From an optimization exercise on the open Yosys and OpenROAD flow, aimed at small area; shortcuts taken in it are not production practice.
Only simulation tests tie the RTL to the original design; equivalence was not proved.

$ cat run.sh
#!/bin/bash
# synth_recipe.tcl (not shown) runs the flow's synth.tcl, then flattens the netlist and writes it again
# the make line also repeats each setting of config.mk as NAME=value (left out here)
make -C /OpenROAD-flow-scripts/flow DESIGN_CONFIG=/design/flow/config.mk WORK_HOME=/design/flow/orfs CLKGATE_MAP_FILE= SYNTH_SCRIPT=/design/flow/synth_recipe.tcl finish
$ cat config.mk
export PLATFORM = sky130hd
export DESIGN_NAME = filt_ppd
export DESIGN_NICKNAME = filt_ppd
export VERILOG_FILES = /design/flow/design.v
export SDC_FILE = /design/flow/constraint.sdc
export NUM_CORES = 4
export LEC_CHECK = 0
export CAP_MARGIN = 20
export CORE_MARGIN = 2
export CORE_UTILIZATION = 40
export SLEW_MARGIN = 20
$ cat constraint.sdc
create_clock -name core_clock -period 25.0 [get_ports {i_clk}]
set_input_delay 5.0000 -clock core_clock [delete_from_list [all_inputs] [get_ports {i_clk}]]
set_output_delay 5.0000 -clock core_clock [all_outputs]
set_load 0.01 [all_outputs]
$ cat design.v
module dff #(
  parameter gp_data_width = 8                   
) 
(
  input  wire                     i_rst_an,     
  input  wire                     i_ena,        
  input  wire                     i_clk,        
  input  wire [gp_data_width-1:0] i_data,       
  output wire [gp_data_width-1:0] o_data        
);
  reg [gp_data_width-1:0] r_data;
  always @(posedge i_clk or negedge i_rst_an)
    begin: p_dff
      if (!i_rst_an)
        r_data <= 'd0;
      else if (i_ena)
        r_data <= i_data;  
    end
  assign o_data = r_data;
endmodule
module commutator #(
  parameter gp_ccw               = 1,                                      
  parameter gp_idata_width       = 8,                                      
  parameter gp_decimation_factor = 4,                                      
  parameter gp_reg_oup           = 1,                                      
  parameter gp_phase             = 0                                       
  )                              
(
  input  wire                                                  i_rst_an,   
  input  wire                                                  i_ena,      
  input  wire                                                  i_clk,      
  input  wire signed [gp_idata_width-1:0]                      i_data,     
  output wire signed [gp_decimation_factor*gp_idata_width-1:0] o_data,     
  output wire                                                  o_clk       
);
  localparam c_cnt_width = gp_decimation_factor;
  reg  [c_cnt_width-1:0]                         r_ring_cnt;
  reg                                            r_done;    
  wire [c_cnt_width-1:0]                         w_phase_to_idx;  
  wire [gp_decimation_factor*gp_idata_width-1:0] w_data; 
  wire                                           w_ena; 
  wire                                           w_done;
  wire signed [gp_idata_width-1:0]               d_data;
  genvar x;
  generate
    if (!gp_ccw)
      begin: g_commutator_cw
        always @(posedge i_clk or negedge i_rst_an)
          begin: p_ring_counter_cw
            if (!i_rst_an)
              begin
                r_ring_cnt <= 'd0;
		r_done     <= 1'b0;
              end
            else if (i_ena)
              begin
                if (r_ring_cnt == 'd0)
                  begin
                    r_ring_cnt[c_cnt_width-1] <= 1'b1;
                  end
                else
                  begin
                    r_ring_cnt[c_cnt_width-1]   <= r_ring_cnt[0];
                    r_ring_cnt[c_cnt_width-2:0] <= r_ring_cnt[c_cnt_width-1:1];  
                  end
		r_done <= w_done;
              end
          end 
	if (gp_phase==0)
	  begin: SR_PHASE_EQ_0
	    assign d_data = i_data;
	  end
	else	  
	  begin: g_phase_alignment
            shift_register #(
	      .gp_data_width (gp_idata_width),
	      .gp_nr_stages  (gp_phase)
	    ) SR_PHASE_LT_0 (
	      .i_rst_an (i_rst_an),
	      .i_ena    (i_ena),  
	      .i_clk    (i_clk),  
	      .i_data   (i_data), 
	      .o_data   (d_data),
	      .o_shift_done (w_ena)  
	    );
	  end
        for (x=gp_decimation_factor; x>0; x=x-1)
          begin: g_reg_comm_inp
            dff #(
              .gp_data_width (gp_idata_width)
              ) REG_COMMUTATOR_INP_DATA  (
              .i_rst_an (i_rst_an),
              .i_ena    (i_ena & r_ring_cnt[x-1]),
              .i_clk    (i_clk),
              .i_data   (d_data),
              .o_data   (w_data[x*gp_idata_width-1 -: gp_idata_width])
            );
          end
	if (gp_reg_oup)
	  begin: g_reg_comm_oup
            for (x=gp_decimation_factor; x>0; x=x-1)
              begin: g_dff
                dff #(
                  .gp_data_width (gp_idata_width)
                  ) REG_COMMUTATOR_OUP_DATA  (
                  .i_rst_an (i_rst_an),
                  .i_ena    (i_ena & r_done),
                  .i_clk    (i_clk),
                  .i_data   (w_data[x*gp_idata_width-1 -: gp_idata_width]),
                  .o_data   (o_data[x*gp_idata_width-1 -: gp_idata_width])
                );
              end	  
	  end
	else
	  begin
	    assign o_data = w_data;
	  end
        assign w_done = (r_ring_cnt[0]) ? 1'b1 : 1'b0;
      end 
    else
      begin: g_commutator_ccw
        always @(posedge i_clk or negedge i_rst_an)
          begin: p_ring_counter_ccw
            if (!i_rst_an)
              begin
                r_ring_cnt <= 'd0;
		r_done     <= 1'b0;
              end
            else if (i_ena)
              begin
                if (r_ring_cnt == 'd0)
                  begin
                    r_ring_cnt[0] <= 1'b1;
                  end
                else
                  begin
                    r_ring_cnt[0]               <= r_ring_cnt[c_cnt_width-1];
                    r_ring_cnt[c_cnt_width-1:1] <= r_ring_cnt[c_cnt_width-2:0];
                  end
		r_done     <= w_done;
              end
          end 
	if (gp_phase==0)
	  begin: SR_PHASE_EQ_0
	    assign d_data = i_data;
	  end
	else	  
	  begin: g_phase_alignment
            shift_register #(
	      .gp_data_width (gp_idata_width),
	      .gp_nr_stages  (gp_phase)
	    ) SR_PHASE_LT_0 (
	      .i_rst_an (i_rst_an),
	      .i_ena    (i_ena),  
	      .i_clk    (i_clk),  
	      .i_data   (i_data), 
	      .o_data   (d_data),
	      .o_shift_done (w_ena)  
	    );
	  end
        for (x=0; x<gp_decimation_factor; x=x+1)
          begin: g_reg_comm_inp
            dff #(
              .gp_data_width (gp_idata_width)
              ) REG_COMMUTATOR_INP_DATA  (
              .i_rst_an (i_rst_an),
              .i_ena    (i_ena & r_ring_cnt[x]),
              .i_clk    (i_clk),
              .i_data   (d_data),
              .o_data   (w_data[(x+1)*gp_idata_width-1:x*gp_idata_width])
            );
          end
	if (gp_reg_oup)
	  begin: g_reg_comm_oup
            for (x=0; x<gp_decimation_factor; x=x+1)
              begin: g_dff
                dff #(
                  .gp_data_width (gp_idata_width)
                  ) REG_COMMUTATOR_OUP_DATA  (
                  .i_rst_an (i_rst_an),
                  .i_ena    (i_ena & r_done),
                  .i_clk    (i_clk),
                  .i_data   (w_data[(x+1)*gp_idata_width-1:x*gp_idata_width]),
                  .o_data   (o_data[(x+1)*gp_idata_width-1:x*gp_idata_width])
                );
              end	  
	  end
	else
	  begin
	    assign o_data = w_data;
	  end
        assign w_done = (r_ring_cnt[c_cnt_width-1]) ? 1'b1 : 1'b0;
      end 
  endgenerate
assign o_clk  = i_ena & r_done;                  
endmodule
module mul_add #(
  parameter gp_idata_width       = 6,                                     
  parameter gp_decimation_factor = 31,                                     
  parameter gp_coeff_length      = 53,                                    
  parameter gp_coeff_width       = 16,                                    
  parameter gp_tf_df             = 1,                                     
  parameter gp_ccw               = 1,                                     
  parameter gp_odata_width       = gp_idata_width+gp_coeff_width+$clog2(gp_decimation_factor)+$clog2((gp_coeff_length%gp_decimation_factor==0) ? (gp_coeff_length/gp_decimation_factor) : (gp_coeff_length/gp_decimation_factor+1))
) (
  input  wire                                                  i_rst_an,  
  input  wire                                                  i_ena,	  
  input  wire                                                  i_clk,	  
  input  wire signed [gp_decimation_factor*gp_idata_width-1:0] i_data,	  
  output wire signed [gp_odata_width-1:0]                      o_data	  
);
  localparam c_coeff_2          = (gp_coeff_length%2==0) ? (gp_coeff_length/2) : (gp_coeff_length/2+1);
  localparam c_col              = (gp_coeff_length%gp_decimation_factor==0) ? (gp_coeff_length/gp_decimation_factor) : (gp_coeff_length/gp_decimation_factor+1);
  localparam c_row_x_col        = gp_decimation_factor * c_col;
  localparam c_mul_out_width    = gp_idata_width       + gp_coeff_width;
  localparam c_add_out_width    = $clog2(gp_decimation_factor) + c_mul_out_width;
  localparam c_sum_out_width    = c_add_out_width      + $clog2(c_col);
  localparam c_commutator_width = gp_decimation_factor * gp_idata_width;
  localparam c_msb_filler_width = c_sum_out_width      - c_add_out_width;
  wire signed [gp_coeff_width-1:0]                      c_coeff [0:c_coeff_2-1]; 
  wire signed [c_mul_out_width*c_row_x_col-1:0]         w_mul;
  wire signed [c_add_out_width*(c_row_x_col-c_col)-1:0] w_add_tree;
  wire signed [c_row_x_col*gp_idata_width-1:0]          w_mul_inp_tf;
  wire signed [c_row_x_col*gp_idata_width-1:0]          w_mul_inp_df;
  wire signed [c_row_x_col*gp_idata_width-1:0]          w_mul_inp;
  wire signed [c_sum_out_width*c_col-1:0]               w_sum;
  wire signed [c_sum_out_width*(c_col-1)-1:0]           d_sum;
  wire signed [gp_decimation_factor*gp_idata_width-1:0] w_byte_reverse;
  genvar i, j, k, l, m, n, o;
  assign c_coeff[0] =  16'sd483;
  assign c_coeff[1] =  16'sd616;
  assign c_coeff[2] =  16'sd819;
  assign c_coeff[3] =  16'sd1120;
  assign c_coeff[4] =  16'sd1542;
  assign c_coeff[5] =  16'sd2109;
  assign c_coeff[6] =  16'sd2840;
  assign c_coeff[7] =  16'sd3750;
  assign c_coeff[8] =  16'sd4846;
  assign c_coeff[9] =  16'sd6133;
  assign c_coeff[10] =  16'sd7606;
  assign c_coeff[11] =  16'sd9255;
  assign c_coeff[12] =  16'sd11062;
  assign c_coeff[13] =  16'sd13002;
  assign c_coeff[14] =  16'sd15045;
  assign c_coeff[15] =  16'sd17156;
  assign c_coeff[16] =  16'sd19293;
  assign c_coeff[17] =  16'sd21414;
  assign c_coeff[18] =  16'sd23473;
  assign c_coeff[19] =  16'sd25425;
  assign c_coeff[20] =  16'sd27224;
  assign c_coeff[21] =  16'sd28827;
  assign c_coeff[22] =  16'sd30197;
  assign c_coeff[23] =  16'sd31300;
  assign c_coeff[24] =  16'sd32108;
  assign c_coeff[25] =  16'sd32601;
  assign c_coeff[26] =  16'sd32767;
  generate
    if (gp_tf_df)
      begin: g_mul_tf
	if (gp_ccw)
	  begin: g_mul_tf_ccw
	    for (i=0; i<c_row_x_col; i=i+1)
	      begin: g_mul_coeff
	        if (i<c_coeff_2)
                  assign w_mul[(i+1)*c_mul_out_width-1 -: c_mul_out_width] = $signed(w_mul_inp[(i+1)*gp_idata_width-1 -: gp_idata_width]) * c_coeff[i];
                else if (i<gp_coeff_length)
                  assign w_mul[(i+1)*c_mul_out_width-1 -: c_mul_out_width] = $signed(w_mul_inp[(i+1)*gp_idata_width-1 -: gp_idata_width]) * c_coeff[gp_coeff_length-i-1];
                else
                  assign w_mul[(i+1)*c_mul_out_width-1 -: c_mul_out_width] = 'd0;
	      end
	  end
	else
	  begin: g_mul_tf_cw
	    for (i=0; i<c_row_x_col; i=i+1)
	      begin: g_mul_coeff
	        if (i<c_coeff_2)
                  assign w_mul[(i+1)*c_mul_out_width-1 -: c_mul_out_width] = $signed(w_mul_inp[(c_row_x_col-i)*gp_idata_width-1 -: gp_idata_width]) * c_coeff[i];
                else if (i<gp_coeff_length)
                  assign w_mul[(i+1)*c_mul_out_width-1 -: c_mul_out_width] = $signed(w_mul_inp[(c_row_x_col-i)*gp_idata_width-1 -: gp_idata_width]) * c_coeff[gp_coeff_length-i-1];
                else
                  assign w_mul[(i+1)*c_mul_out_width-1 -: c_mul_out_width] = 'd0;
	      end	  
	  end
      end
    else
      begin: g_mul_df
	if (gp_ccw)
	  begin: g_mul_df_ccw
	    for (i=0; i<c_row_x_col; i=i+1)
	      begin: g_mul_coeff
	        if (i<c_coeff_2)
                  assign w_mul[(i+1)*c_mul_out_width-1 -: c_mul_out_width] = $signed(w_mul_inp[ (c_row_x_col-(gp_decimation_factor-1-i%gp_decimation_factor)-((i/gp_decimation_factor)*gp_decimation_factor))*gp_idata_width-1 -: gp_idata_width]) * c_coeff[i];
                else if (i<gp_coeff_length)
                  assign w_mul[(i+1)*c_mul_out_width-1 -: c_mul_out_width] = $signed(w_mul_inp[ (c_row_x_col-(gp_decimation_factor-1-i%gp_decimation_factor)-((i/gp_decimation_factor)*gp_decimation_factor))*gp_idata_width-1 -: gp_idata_width]) * c_coeff[gp_coeff_length-i-1];
                else
                  assign w_mul[(i+1)*c_mul_out_width-1 -: c_mul_out_width] = 'd0;	      
	      end
	  end
	else
	  begin: g_mul_df_cw
	    for (i=0; i<c_row_x_col; i=i+1)
	      begin: g_mul_coeff
	        if (i<c_coeff_2)
                  assign w_mul[(c_row_x_col-i)*c_mul_out_width-1 -: c_mul_out_width] = $signed(w_mul_inp[(c_row_x_col-i)*gp_idata_width-1 -: gp_idata_width]) * c_coeff[i];
                else if (i<gp_coeff_length)
                  assign w_mul[(c_row_x_col-i)*c_mul_out_width-1 -: c_mul_out_width] = $signed(w_mul_inp[(c_row_x_col-i)*gp_idata_width-1 -: gp_idata_width]) * c_coeff[gp_coeff_length-i-1];
                else
                  assign w_mul[(c_row_x_col-i)*c_mul_out_width-1 -: c_mul_out_width] = 'd0;
	      end	  
	  end
      end
  endgenerate
  generate
    for (j=0; j<(c_row_x_col-c_col); j=j+1)
      begin: g_add_tree
        if (j%(gp_decimation_factor-1)==0)
          assign w_add_tree[(j+1)*c_add_out_width-1:j*c_add_out_width] = $signed(w_mul[(j+1+j/(gp_decimation_factor-1))*c_mul_out_width-1:(j+j/(gp_decimation_factor-1))*c_mul_out_width]) + $signed(w_mul[(j+2+j/(gp_decimation_factor-1))*c_mul_out_width-1:(j+1+j/(gp_decimation_factor-1))*c_mul_out_width]);
        else
          assign w_add_tree[(j+1)*c_add_out_width-1:j*c_add_out_width] = $signed(w_add_tree[j*c_add_out_width-1:(j-1)*c_add_out_width])                                                  + $signed(w_mul[(j+2+j/(gp_decimation_factor-1))*c_mul_out_width-1:(j+1+j/(gp_decimation_factor-1))*c_mul_out_width]);
      end
  endgenerate
  generate
    if (gp_tf_df)
      begin: g_mul_inp_tf
        for (k=0; k<c_col; k=k+1)
          begin: g_mul_inp_tf_loop
            assign w_mul_inp_tf[(1+k)*gp_decimation_factor*gp_idata_width-1 -: gp_decimation_factor*gp_idata_width] = i_data;
          end 
      end
    else
      begin: g_mul_inp_df
        for (k=c_row_x_col-1; k>=0; k=k-1)
	  begin: g_mul_inp_df_loop
	    if (k/gp_decimation_factor==c_col-1)
	      begin: g_mul_inp_df_inp_col
	        assign w_mul_inp_df[(k+1)*gp_idata_width-1 -: gp_idata_width] = i_data[((k%gp_decimation_factor)+1)*gp_idata_width-1 -: gp_idata_width];
	      end
	    else
	      begin: g_mul_inp_df_remain_cols
	        dff #(
                  .gp_data_width (gp_idata_width)
                ) CCW_DF_DFF (
                  .i_rst_an (i_rst_an),
		  .i_ena    (i_ena),
		  .i_clk    (i_clk),
                  .i_data   (w_mul_inp_df[(k+gp_decimation_factor+1)*gp_idata_width-1 -: gp_idata_width]),
                  .o_data   (w_mul_inp_df[(k+1)*gp_idata_width-1 -: gp_idata_width])
                );
	      end
	  end
      end
  endgenerate
  generate
    if (gp_tf_df)
      begin: g_sel_inp_tf
        assign w_mul_inp = w_mul_inp_tf;
      end
    else
      begin: g_sel_inp_df
        assign w_mul_inp = w_mul_inp_df;
      end
  endgenerate
  generate
    if (gp_tf_df)
      begin: g_dly_line_tf
        for (n=c_col; n>0; n=n-1)
          begin: g_dly_line_tf_loop
            if (n==c_col)
              begin: g_sum_tf_col_n               
                assign w_sum[n*c_sum_out_width-1-:c_sum_out_width] = $signed(w_add_tree[(gp_decimation_factor-1)*(n)*c_add_out_width-1-:c_add_out_width]);
              end 
            else
              begin: g_sum_tf_col_n_0                
                dff #(
                  .gp_data_width (c_sum_out_width)
                ) SUM_TF_DFF (
                  .i_rst_an (i_rst_an),
		  .i_ena    (i_ena),
		  .i_clk    (i_clk),
                  .i_data   (w_sum[(n+1)*c_sum_out_width-1 -: c_sum_out_width]),
                  .o_data   (d_sum[(n)*c_sum_out_width-1 -: c_sum_out_width])
                );
		assign w_sum[n*c_sum_out_width-1-:c_sum_out_width] = $signed(w_add_tree[(gp_decimation_factor-1)*(n)*c_add_out_width-1-:c_add_out_width]) + $signed(d_sum[n*c_sum_out_width-1 -: c_sum_out_width]);
              end 
          end 
      end 
    else
      begin: g_dly_line_df
        for (n=0; n<c_col; n=n+1)
          begin: g_dly_line_df_loop
            if (n == 0)
              assign w_sum[(n+1)*c_sum_out_width-1-:c_sum_out_width] = $signed(w_add_tree[(gp_decimation_factor-1)*(n+1)*c_add_out_width-1-:c_add_out_width]);
	    else
	      assign w_sum[(n+1)*c_sum_out_width-1-:c_sum_out_width] = $signed(w_add_tree[(gp_decimation_factor-1)*(n+1)*c_add_out_width-1-:c_add_out_width]) + $signed(w_sum[n*c_sum_out_width-1-:c_sum_out_width]);
          end
      end
  endgenerate
  generate
    if (gp_tf_df)
      begin: g_oup_assignment_tf
        assign o_data = w_sum[c_sum_out_width-1:0]; 
      end
    else
      begin: g_oup_assignment_df
        assign o_data = w_sum[c_sum_out_width*c_col-1 -: c_sum_out_width]; 
      end
  endgenerate
endmodule
module filt_ppd #(  
  parameter gp_idata_width       = 6,                               
  parameter gp_decimation_factor = 31,                               
  parameter gp_coeff_length      = 53,                              
  parameter gp_coeff_width       = 16,                               
  parameter gp_tf_df             = 0,                               
  parameter gp_comm_reg_oup      = 1,                               
  parameter gp_comm_ccw          = 1,                               
  parameter gp_mul_ccw           = 0,                               
  parameter gp_comm_phase        = 0,                               
  parameter gp_odata_width       = gp_idata_width+gp_coeff_width+$clog2(gp_decimation_factor)+$clog2((gp_coeff_length%gp_decimation_factor==0) ? (gp_coeff_length/gp_decimation_factor) : (gp_coeff_length/gp_decimation_factor+1))
) (
  input  wire                             i_rst_an,                 
  input  wire                             i_ena,                    
  input  wire                             i_clk,                    
  input  wire signed [gp_idata_width-1:0] i_data,                   
  output wire signed [gp_odata_width-1:0] o_data,                   
  output wire                             o_sclk                    
);
  wire                                           s_clk;
  wire [gp_decimation_factor*gp_idata_width-1:0] comm_data;
  commutator #(
    .gp_ccw               (gp_comm_ccw         ),
    .gp_idata_width       (gp_idata_width      ),
    .gp_decimation_factor (gp_decimation_factor),
    .gp_reg_oup           (gp_comm_reg_oup     ),                     
    .gp_phase             (gp_comm_phase       )
  ) ppd_commutator                             
  (
    .i_rst_an (i_rst_an ),
    .i_ena    (i_ena    ),
    .i_clk    (i_clk    ),
    .i_data   (i_data   ),
    .o_data   (comm_data),     
    .o_clk    (s_clk    ) 
  );
  mul_add #(
    .gp_idata_width       (gp_idata_width      ),   
    .gp_decimation_factor (gp_decimation_factor),
    .gp_coeff_length      (gp_coeff_length     ),
    .gp_coeff_width       (gp_coeff_width      ),
    .gp_tf_df	          (gp_tf_df            ),
    .gp_ccw	          (gp_mul_ccw          ),
    .gp_odata_width       (gp_odata_width      )
  ) ppd_mul_add (
    .i_rst_an (i_rst_an ),
    .i_ena    (s_clk    ),
    .i_clk    (i_clk    ),
    .i_data   (comm_data),
    .o_data   (o_data   )
  );
  reg r_sclk;
  always @(posedge i_clk or negedge i_rst_an)
    begin: p_sclk
      if (!i_rst_an)
        r_sclk <= 1'b0;
      else
        r_sclk <= s_clk;
    end
  assign o_sclk = r_sclk;
endmodule
==> results.txt <==
==> area by class of cell <==
class	instances	area [um2]
clock buffer	93	2050
antenna	11	27.5
inverter	2810	10600
multi-input combinational	6840	83800
sequential	537	13400
tap	3552	4440
timing repair buffer	55	518
clock inverter	37	467
fill	25500	153000
==> layer usage <==
metal  vias to the layer above  global-route usage [%]  part of all wire [%]
met1                     35900                    31.9                    43
met4                         6                    8.72                   4.1
met5                         -                       0                 0.012
li1                      32100                       -                     -
met2                      1518                    40.6                    48
met3                       339                    2.78                   4.7
==> cells in the mapped netlist, types with 88 or more instances <==
cell type	count
nor2_1	192
ha_1	2201
mux2_2	271
fa_1	1932
xnor2_1	298
a21oi_1	224
o21ai_0	336
dfrtp_1	537
a21o_1	88
xor2_1	128
inv_1	2809
nand2_1	458
==> worst min-delay path, delay by kind of cell (launching register included) <==
family	cells	cell delay, ns
DFF	1	0.34
AOI/OAI and AO/OA	1	0.06
and+or+nand+nor	1	0.05
==> layout by cell type, fill, tap and decap left out, types with 11 or more instances in the layout <==
| cell type | count |
|---|---|
| xnor2_1 | 298 |
| nor2_1 | 192 |
| mux2_2 | 271 |
| a21o_1 | 88 |
| nand2b_1 | 32 |
| nand2_1 | 457 |
| dfrtp_1 | 537 |
| xor2_1 | 128 |
| buf_4 | 21 |
| o31ai_1 | 18 |
| or3_1 | 29 |
| nor2b_1 | 47 |
| ha_1 | 2201 |
| fa_1 | 1932 |
| o21ai_0 | 335 |
| o21a_1 | 32 |
| a21oi_1 | 224 |
| nand4_1 | 11 |
| and3_1 | 42 |
| clkbuf_16 | 76 |
| a211oi_1 | 16 |
| o2111ai_1 | 16 |
| o21bai_1 | 51 |
| clkdlybuf4s50_1 | 30 |
| a31oi_1 | 41 |
| diode_2 | 11 |
| nand3_1 | 86 |
| nor4_1 | 11 |
| nor3_1 | 67 |
| and2_1 | 16 |
| inv_1 | 2809 |
| a21boi_0 | 17 |
| or2_2 | 44 |
==> through the flow <==
step                      area (um2)  cells
after floorplan               108000  10300
after global placement        113000  13800
after detailed placement      113000  13800
after CTS                     115000  13900
after global routing          115000  13900
final                         115000  13900
==> final timing paths <==
path | from | end | slack, ns
hold / removal | flip-flop | flip-flop | 0.45
hold reg to reg | flip-flop | flip-flop | 0.45
max in group asynchronous | i_rst_an | asynchronous set/reset pin | 17.60
min in group asynchronous | i_rst_an | asynchronous set/reset pin | 4.35
setup / recovery | flip-flop | o_data[27] | 2.55
setup reg to reg | ppd_commutator.r_done | flip-flop | 20.90
==> cells by family (layout without fill, tap and decap cells) <==
group,Yosys count,count (layout)
XOR/XNOR,426,426
multiplexers,273,273
AND/OR/NAND/NOR,1065,1065
adder cells (fa/ha/maj),4133,4133
AO/OA/AOI/OAI,943,943
flip-flops,537,537
buffers and inverters,2899,2995
other,0,11
==> results.py <==
metrics = {
    "outcome": {
        "outcome": "finished clean",
    },
    "min_path": {
        "hp-class": "flip-flop to flip-flop",
        "holdPathStages": 2,
    },
    "detailed_routing": {
        "drtAntennaViolNets": 0,
        "drt-initial-drc-count": 4447,
        "drt-wirelength-per-cell_um": 23.0,
        "drt_wl_total_um": 321000,
        "num_vias": 69900,
        "drc": 0,
        "drt-pass1-iter-count": 5,
        "vias_per_cell": 5.02,
    },
    "layout": {
        "area_growth_pct": 6.65,
        "drive_above_1_share_pct": 4.76,
        "finalNetCount": 14500,
        "finish.utilization_pct": 43.0,
    },
    "sta": {
        "rsz0062_at_grt": "no",
        "setup_ws_ns": 2.55,
        "tightest_slew_ns": 1.08,
        "max_clock_freq_mhz": 44.5,
        "min_period_ns": 22.45,
        "whs_ns": 0.453,
        "hold_viol_final": 0,
        "drv_slew": 0,
        "finalSetupTns_ns": 0,
        "fin_skew_ns": 0.0391,
        "min_period_over_period_pct": 89.8,
        "slew_headroom_pct": 27.2,
        "setup_viol": 0,
    },
    "worst_setup_path": {
        "start_kind": "flip-flop",
        "worstSetupEndpointType": "primary output",
        "worstPathRequired_ns": 20.00,
        "cp_num_buf_inv": 11,
        "crit_type": "flip-flop to primary output",
        "cp.depth": 60,
        "crit_top_cell": "fa_1",
        "path_max_fanout": 7,
        "reg2regPathDepth": 6,
        "path_delay_family": "adder cells",
        "worstPathArrival_ns": 17.45,
        "cp_slowest_stage_delay_ns": 0.75,
        "slowest_stage": "xor2_1",
    },
    "cts": {
        "tritoncts": "yes",
        "htreeDepth": 3,
        "cts_buffers": 73,
        "hold_buffers": 0,
        "cts.clk_slew.worst_paths_ns": 0.06,
        "cts.sinks": 537,
        "clock_latency_ns": 0.72,
        "post_cts_buffers": 0,
        "root_buffer": "clkbuf_16",
        "cts-resized-gates": 0,
        "cts_max_path_buffers": 3,
    },
    "global_route": {
        "gr-total-overflow": 0,
        "antenna_found_initial": 22,
        "grt_max_degree": 152,
        "grt_pass1_vias": 76800,
        "grt_pass1_wl_um": 487000,
        "grt_use_total_pct": 24.1,
    },
    "synthesis": {
        "synth.area.top_cells": "fa_1 36%, ha_1 25%, dfrtp_1 12%",
        "synth_compound_area_share_pct": 5.40,
        "synth_area_um2": 108000,
        "synth_edf_count": 0,
        "yosys.area_share.simple_pct": 4.55,
        "synthDistinctLibCells": 70,
        "synthXorXnorAreaFrac_pct": 3.45,
        "syn_inst": 10300,
        "yosys.area_share.adder_pct": 61.3,
        "synthArstFlopShare_pct": 100,
        "syn_nets": 14400,
        "synth_top_family_by_area": "adder cells",
        "yosys_warnings": 4,
        "ys_ff_latch": 537,
        "yosysSeqAreaShare_pct": 12.4,
        "yosysTopAreaCell": "fa_1",
        "synth_area_per_cell_um2": 10.5,
        "synthMuxAreaShare_pct": 2.84,
        "synth_top_area_share_pct": 35.8,
        "synth-main-ff-cell": "dfrtp_1",
    },
    "job": {
        "maxCapViolCount": 0,
    },
    "floorplan": {
        "rows": 190,
        "fp.dieW_um": 524,
        "ios": 38,
        "start_util_pct": 40.3,
        "die_y_um": 524,
        "die_area_um2": 274000,
        "core_area_um2": 268000,
    },
    "placement": {
        "gp_congestion": 0.983,
        "port_buffers": 37,
        "dp.final_hpwl_um": 285000,
        "dpl_worst_slack_ns": 3.40,
    },
}

==> re-timing with driven ports <==
In the flow no input, the clock included, has a driving cell. The finished layout below was timed again as built, in two steps.
Step 1, drivers: a clkbuf_16 drives i_clk and a buf_2 each remaining input, both assumed.
Step 2 moves the port delays by t, midway between the first and last clock arrival at a register: inputs arrive t later, outputs are due t later. That takes back most of the time a late clock gives input paths.
Three values: ideal ports, drivers, drivers and shift; two values: the first two.
shift t [ns]: 0.778
slack for setup (ns): 2.547 / 2.466 / 3.245
worst hold slack (ns): 0.453 / 0.453 / 0.453
worst register clock-pin slew, ns: 0.07 / 0.07
cell pins on the clock port's net: 1
After both steps setup and hold are still met in this run. For this run, drivers alone change the setup slack by -0.081 ns; drivers and shift together by +0.698 ns.
